From an optimization exercise on the open Yosys and OpenROAD flow, aimed at small area, a short achievable clock period and few clock cycles per item; shortcuts taken in it are not production practice.
At most, simulation tests tie the RTL to the original design; equivalence was not proved.

==> flow/design.v <==
module demosaic(clk, reset, in_en, data_in, wr_r, addr_r, wdata_r, rdata_r, wr_g, addr_g, wdata_g, rdata_g, wr_b, addr_b, wdata_b, rdata_b, done);
input clk;
input reset;
input in_en;
input [7:0] data_in;
output reg wr_r;
output reg [13:0] addr_r;
output reg [7:0] wdata_r;
input [7:0] rdata_r;
output reg wr_g;
output reg [13:0] addr_g;
output reg [7:0] wdata_g;
input [7:0] rdata_g;
output reg wr_b;
output reg [13:0] addr_b;
output reg [7:0] wdata_b;
input [7:0] rdata_b;
output reg done;
reg p1, p2;              
reg [6:0] row;           
reg [7:0] col8;          
reg f0, f126, f127;      
wire [6:0] col = col8[6:0];
wire bub = col8[7];
reg [1:0] mid_sel;       
reg [8:0] s0, s1;
reg [7:0] t2, b2;
reg [7:0] m0, m1;
reg [9:0] sm;
wire [7:0] mid_v = (mid_sel == 2'd0) ? rdata_r : (mid_sel == 2'd1) ? rdata_g : rdata_b;
wire [7:0] tb_a  = (mid_sel == 2'd0) ? rdata_g : rdata_r;
wire [7:0] tb_b  = (mid_sel == 2'd2) ? rdata_g : rdata_b;
wire [8:0] s2    = t2 + b2;
wire [8:0] horiz_b = m0 + rdata_b;
wire [8:0] horiz_r = m0 + rdata_r;
wire [9:0] gsum_s  = sm + rdata_g;
wire [9:0] diag_s  = s0 + s2;
wire [7:0] vert  = s1[8:1];
wire [7:0] gsum  = gsum_s[9:2];
wire [7:0] diag  = diag_s[9:2];
wire r0 = row[0];
wire c0 = col[0];
wire own_g = (r0 == c0);
wire own_r = ~r0 & c0;
wire own_b = r0 & ~c0;
wire [6:0] rp1 = row + 7'd1;
wire [6:0] rp2 = row + 7'd2;
wire [6:0] rm1 = row - 7'd1;
wire [13:0] a_own = {row, col};
wire [13:0] a_x = f0 ? {row, 7'd126} : {rp1, col - 7'd3};
wire [13:0] a_y = own_g ? {rm1, col - 7'd3} : {row, col - 7'd2};
wire x_wr = (row != 7'd127);
wire gen = ~f126 & ~f127 & ~bub;
wire [13:0] a_k   = {row, col};
wire [13:0] a_rc1 = {rp1, col + 7'd1};
wire [13:0] a_rc2 = {row, col + 7'd2};
wire [13:0] p2_r = gen ? (own_r ? a_rc1 : a_k) :
                   f126 ? a_k :
                   ~bub ? (r0 ? {rp1, 7'd126} : {row, 7'd1}) :
                          (r0 ? {rp1, 7'd1} : {rp1, 7'd127});
wire [13:0] p2_g = gen ? (own_g ? a_rc2 : a_k) :
                   f126 ? (r0 ? a_k : {rp2, 7'd0}) :
                   ~bub ? (r0 ? {row, 7'd1} : {rp1, 7'd126}) :
                          (r0 ? {rp1, 7'd127} : {rp1, 7'd1});
wire [13:0] p2_b = gen ? (own_b ? a_rc1 : a_k) :
                   f126 ? (r0 ? {rp2, 7'd0} : a_k) :
                   ~bub ? (r0 ? {rp1, 7'd126} : {rp2, 7'd127}) :
                          (r0 ? {rp2, 7'd2} : {rp1, 7'd127});
wire [1:0] mid_next = gen ? (own_g ? 2'd1 : own_r ? 2'd2 : 2'd0) :
                      f126 ? (r0 ? 2'd1 : 2'd2) :
                      (r0 ? 2'd0 : 2'd1);
wire wrap = bub | (~p2 & f127);
wire last_pix = (row == 7'd127) & f127;
wire last_step = (row == 7'd126) & f127;
wire idle = ~p1 & ~p2 & ~done;
always @(posedge clk or posedge reset) begin
	if (reset) begin
		p1 <= 1'b0;
		p2 <= 1'b0;
		done <= 1'b0;
		wr_r <= 1'b0;
		wr_g <= 1'b0;
		wr_b <= 1'b0;
	end else begin
		if (p2) begin
			wr_r <= ~own_r & ~f127 & ~bub & ~last_step;
			wr_g <= ~own_g & ~f127 & ~bub & ~last_step;
			wr_b <= ~own_b & ~f127 & ~bub & ~last_step;
			if (last_step) begin
				p2 <= 1'b0;
				done <= 1'b1;
			end
		end else if (in_en & ~done) begin
			wr_r <= ~own_g | x_wr;
			wr_g <= own_g | x_wr;
			wr_b <= 1'b1;
			p1 <= ~last_pix;
			p2 <= last_pix;
		end else begin
			wr_r <= 1'b0;
			wr_g <= 1'b0;
			wr_b <= 1'b0;
		end
	end
end
always @(posedge clk) begin
	s0 <= s1;
	s1 <= s2;
	t2 <= tb_a;
	b2 <= tb_b;
	m0 <= m1;
	m1 <= mid_v;
	sm <= s2 + m1;
	mid_sel <= mid_next;
	if (idle) begin
		row <= 7'd0;
		col8 <= {7'd0, in_en};
		f0 <= ~in_en;
		f126 <= 1'b0;
		f127 <= 1'b0;
	end else if (p1 & last_pix) begin
		row <= 7'd0;
		col8 <= 8'd126;
		f0 <= 1'b0;
		f126 <= 1'b1;
		f127 <= 1'b0;
	end else begin
		col8 <= wrap ? 8'd0 : col8 + 8'd1;
		if (wrap)
			row <= rp1;
		f0 <= wrap;
		f126 <= (col8 == 8'd125);
		f127 <= f126;
	end
	if (p2) begin
		addr_r <= p2_r;
		addr_g <= p2_g;
		addr_b <= p2_b;
		wdata_r <= own_g ? (r0 ? vert : horiz_b[8:1]) : diag;
		wdata_g <= gsum;
		wdata_b <= own_g ? (r0 ? horiz_r[8:1] : vert) : diag;
	end else begin
		addr_r <= own_r ? a_own : own_g ? a_x : a_y;
		addr_g <= own_g ? a_own : a_x;
		addr_b <= own_b ? a_own : a_y;
		wdata_r <= data_in;
		wdata_g <= data_in;
		wdata_b <= data_in;
	end
end
endmodule
clock: 5.0 ns
lec_check: 0
cap_margin: 20
core_margin: 2
core_utilization: 40
cts_buf_list: sky130_fd_sc_hd__clkbuf_8
cts_cluster_diameter: 80
cts_cluster_size: 30
setup_slack_margin: 2.0
slew_margin: 20
buffer_ports_args: -buffer_cell sky130_fd_sc_hd__buf_1
standard.sh (not shown) runs the stock make flow with config.mk's settings and CLKGATE_MAP_FILE= SYNTH_SCRIPT=/design/flow/synth_recipe.tcl, a recipe that flattens the netlist after the stock synthesis.
==> flow/flow/run.sh <==
#!/bin/bash
# Standard layout, with a small buffer on each port instead of the default
# one, and adders left to abc as plain gates (no full/half adder cells).
set -euo pipefail
cat >> config.mk <<'MK'
export BUFFER_PORTS_ARGS = -buffer_cell sky130_fd_sc_hd__buf_1
export DONT_USE_CELLS += sky130_fd_sc_hd__fa_1 sky130_fd_sc_hd__fa_2 sky130_fd_sc_hd__fa_4 sky130_fd_sc_hd__ha_1 sky130_fd_sc_hd__ha_2 sky130_fd_sc_hd__ha_4
MK
bash standard.sh > flow.log 2>&1
The starting point completed with no timing, DRC or antenna violations.
Rerun with:
--- a/flow/design.v
+++ b/flow/design.v
@@ -15,28 +15,25 @@
 output reg [13:0] addr_b;
 output reg [7:0] wdata_b;
 input [7:0] rdata_b;
 output reg done;
 reg p1, p2;              
-reg [6:0] row;           
-reg [7:0] col8;          
+reg [6:0] row, col;      
+reg bub;                 
 reg f0, f126, f127;      
-wire [6:0] col = col8[6:0];
-wire bub = col8[7];
 reg [1:0] mid_sel;       
-reg [8:0] s0, s1;
-reg [7:0] t2, b2;
+reg [8:0] s0, s1, s2;
 reg [7:0] m0, m1;
-reg [9:0] sm;
 wire [7:0] mid_v = (mid_sel == 2'd0) ? rdata_r : (mid_sel == 2'd1) ? rdata_g : rdata_b;
 wire [7:0] tb_a  = (mid_sel == 2'd0) ? rdata_g : rdata_r;
 wire [7:0] tb_b  = (mid_sel == 2'd2) ? rdata_g : rdata_b;
-wire [8:0] s2    = t2 + b2;
-wire [8:0] horiz_b = m0 + rdata_b;
-wire [8:0] horiz_r = m0 + rdata_r;
+wire [8:0] s_in  = tb_a + tb_b;
+wire [8:0] horiz_s = m0 + (row[0] ? rdata_r : rdata_b);
+wire [9:0] sm      = s1 + m0;
 wire [9:0] gsum_s  = sm + rdata_g;
 wire [9:0] diag_s  = s0 + s2;
+wire [7:0] horiz = horiz_s[8:1];
 wire [7:0] vert  = s1[8:1];
 wire [7:0] gsum  = gsum_s[9:2];
 wire [7:0] diag  = diag_s[9:2];
 wire r0 = row[0];
 wire c0 = col[0];
@@ -48,11 +45,11 @@
 wire [6:0] rm1 = row - 7'd1;
 wire [13:0] a_own = {row, col};
 wire [13:0] a_x = f0 ? {row, 7'd126} : {rp1, col - 7'd3};
 wire [13:0] a_y = own_g ? {rm1, col - 7'd3} : {row, col - 7'd2};
 wire x_wr = (row != 7'd127);
-wire gen = ~f126 & ~f127 & ~bub;
+wire gen = ~f126 & ~f127;
 wire [13:0] a_k   = {row, col};
 wire [13:0] a_rc1 = {rp1, col + 7'd1};
 wire [13:0] a_rc2 = {row, col + 7'd2};
 wire [13:0] p2_r = gen ? (own_r ? a_rc1 : a_k) :
                    f126 ? a_k :
@@ -67,13 +64,12 @@
                    ~bub ? (r0 ? {rp1, 7'd126} : {rp2, 7'd127}) :
                           (r0 ? {rp2, 7'd2} : {rp1, 7'd127});
 wire [1:0] mid_next = gen ? (own_g ? 2'd1 : own_r ? 2'd2 : 2'd0) :
                       f126 ? (r0 ? 2'd1 : 2'd2) :
                       (r0 ? 2'd0 : 2'd1);
-wire wrap = bub | (~p2 & f127);
 wire last_pix = (row == 7'd127) & f127;
-wire last_step = (row == 7'd126) & f127;
+wire last_step = (row == 7'd126) & f127 & ~bub;
 wire idle = ~p1 & ~p2 & ~done;
 always @(posedge clk or posedge reset) begin
 	if (reset) begin
 		p1 <= 1'b0;
 		p2 <= 1'b0;
@@ -81,13 +77,13 @@
 		wr_r <= 1'b0;
 		wr_g <= 1'b0;
 		wr_b <= 1'b0;
 	end else begin
 		if (p2) begin
-			wr_r <= ~own_r & ~f127 & ~bub & ~last_step;
-			wr_g <= ~own_g & ~f127 & ~bub & ~last_step;
-			wr_b <= ~own_b & ~f127 & ~bub & ~last_step;
+			wr_r <= ~own_r & ~f127 & ~last_step;
+			wr_g <= ~own_g & ~f127 & ~last_step;
+			wr_b <= ~own_b & ~f127 & ~last_step;
 			if (last_step) begin
 				p2 <= 1'b0;
 				done <= 1'b1;
 			end
 		end else if (in_en & ~done) begin
@@ -104,43 +100,46 @@
 	end
 end
 always @(posedge clk) begin
 	s0 <= s1;
 	s1 <= s2;
-	t2 <= tb_a;
-	b2 <= tb_b;
+	s2 <= s_in;
 	m0 <= m1;
 	m1 <= mid_v;
-	sm <= s2 + m1;
 	mid_sel <= mid_next;
 	if (idle) begin
 		row <= 7'd0;
-		col8 <= {7'd0, in_en};
+		col <= {6'd0, in_en};
+		bub <= 1'b0;
 		f0 <= ~in_en;
 		f126 <= 1'b0;
 		f127 <= 1'b0;
 	end else if (p1 & last_pix) begin
 		row <= 7'd0;
-		col8 <= 8'd126;
+		col <= 7'd126;
+		bub <= 1'b0;
 		f0 <= 1'b0;
 		f126 <= 1'b1;
 		f127 <= 1'b0;
+	end else if (p2 & f127 & ~bub) begin
+		bub <= 1'b1;
 	end else begin
-		col8 <= wrap ? 8'd0 : col8 + 8'd1;
-		if (wrap)
+		col <= col + 7'd1;
+		if (f127)
 			row <= rp1;
-		f0 <= wrap;
-		f126 <= (col8 == 8'd125);
+		bub <= 1'b0;
+		f0 <= f127;
+		f126 <= (col == 7'd125);
 		f127 <= f126;
 	end
 	if (p2) begin
 		addr_r <= p2_r;
 		addr_g <= p2_g;
 		addr_b <= p2_b;
-		wdata_r <= own_g ? (r0 ? vert : horiz_b[8:1]) : diag;
+		wdata_r <= own_g ? (r0 ? vert : horiz) : diag;
 		wdata_g <= gsum;
-		wdata_b <= own_g ? (r0 ? horiz_r[8:1] : vert) : diag;
+		wdata_b <= own_g ? (r0 ? horiz : vert) : diag;
 	end else begin
 		addr_r <= own_r ? a_own : own_g ? a_x : a_y;
 		addr_g <= own_g ? a_own : a_x;
 		addr_b <= own_b ? a_own : a_y;
 		wdata_r <= data_in;
Setup slack gets better by 38 ps. Utilization falls by 1.5 points. Via count goes up by 6.9%. Routed wire length increases by 0.98%. Sequential cell count shrinks by 17. Global-route usage hardly moves.
Testbench counts after the change, summed over its fixed seeds: cycles 261,128, images 8.
Only the layout flow was run in the first run of this note; the RTL was not checked for function there.

static timing again, ports no longer ideal:
The results above use ideal ports. As a check the final layouts listed here were re-extracted and re-timed, cells and wires unchanged. Step 1 sets driving cells, clkbuf_16 on the clock port and buf_2 on the other inputs (assumed; they add their load-dependent delay and slew). Step 2 adds t to the input delays and takes it off the output delays; t is the mean of the earliest and latest rising clock arrival at the registers after step 1. Input paths then give back, and output paths get back, about the clock's delay inside the block. Slacks: no drivers / after step 1 / after step 2; pairs: no drivers / after step 1.
run | shift t [ns] | slack for setup (ns) | clock arrival spread, ns | slew at the worst register clock pin (ns) | worst slew at a driven data input, ns
the first run | 0.502 | 2.055 / 2.063 / 1.560 | 0.019 / 0.019 | 0.10 / 0.10 | 0.05
the second run | 0.510 | 2.093 / 2.106 / 1.597 | 0.014 / 0.013 | 0.09 / 0.09 | 0.03
After both steps setup and hold are still met in every run listed. For the second run, which loses most, drivers alone change the setup slack by +0.013 ns; drivers and shift together by -0.496 ns.
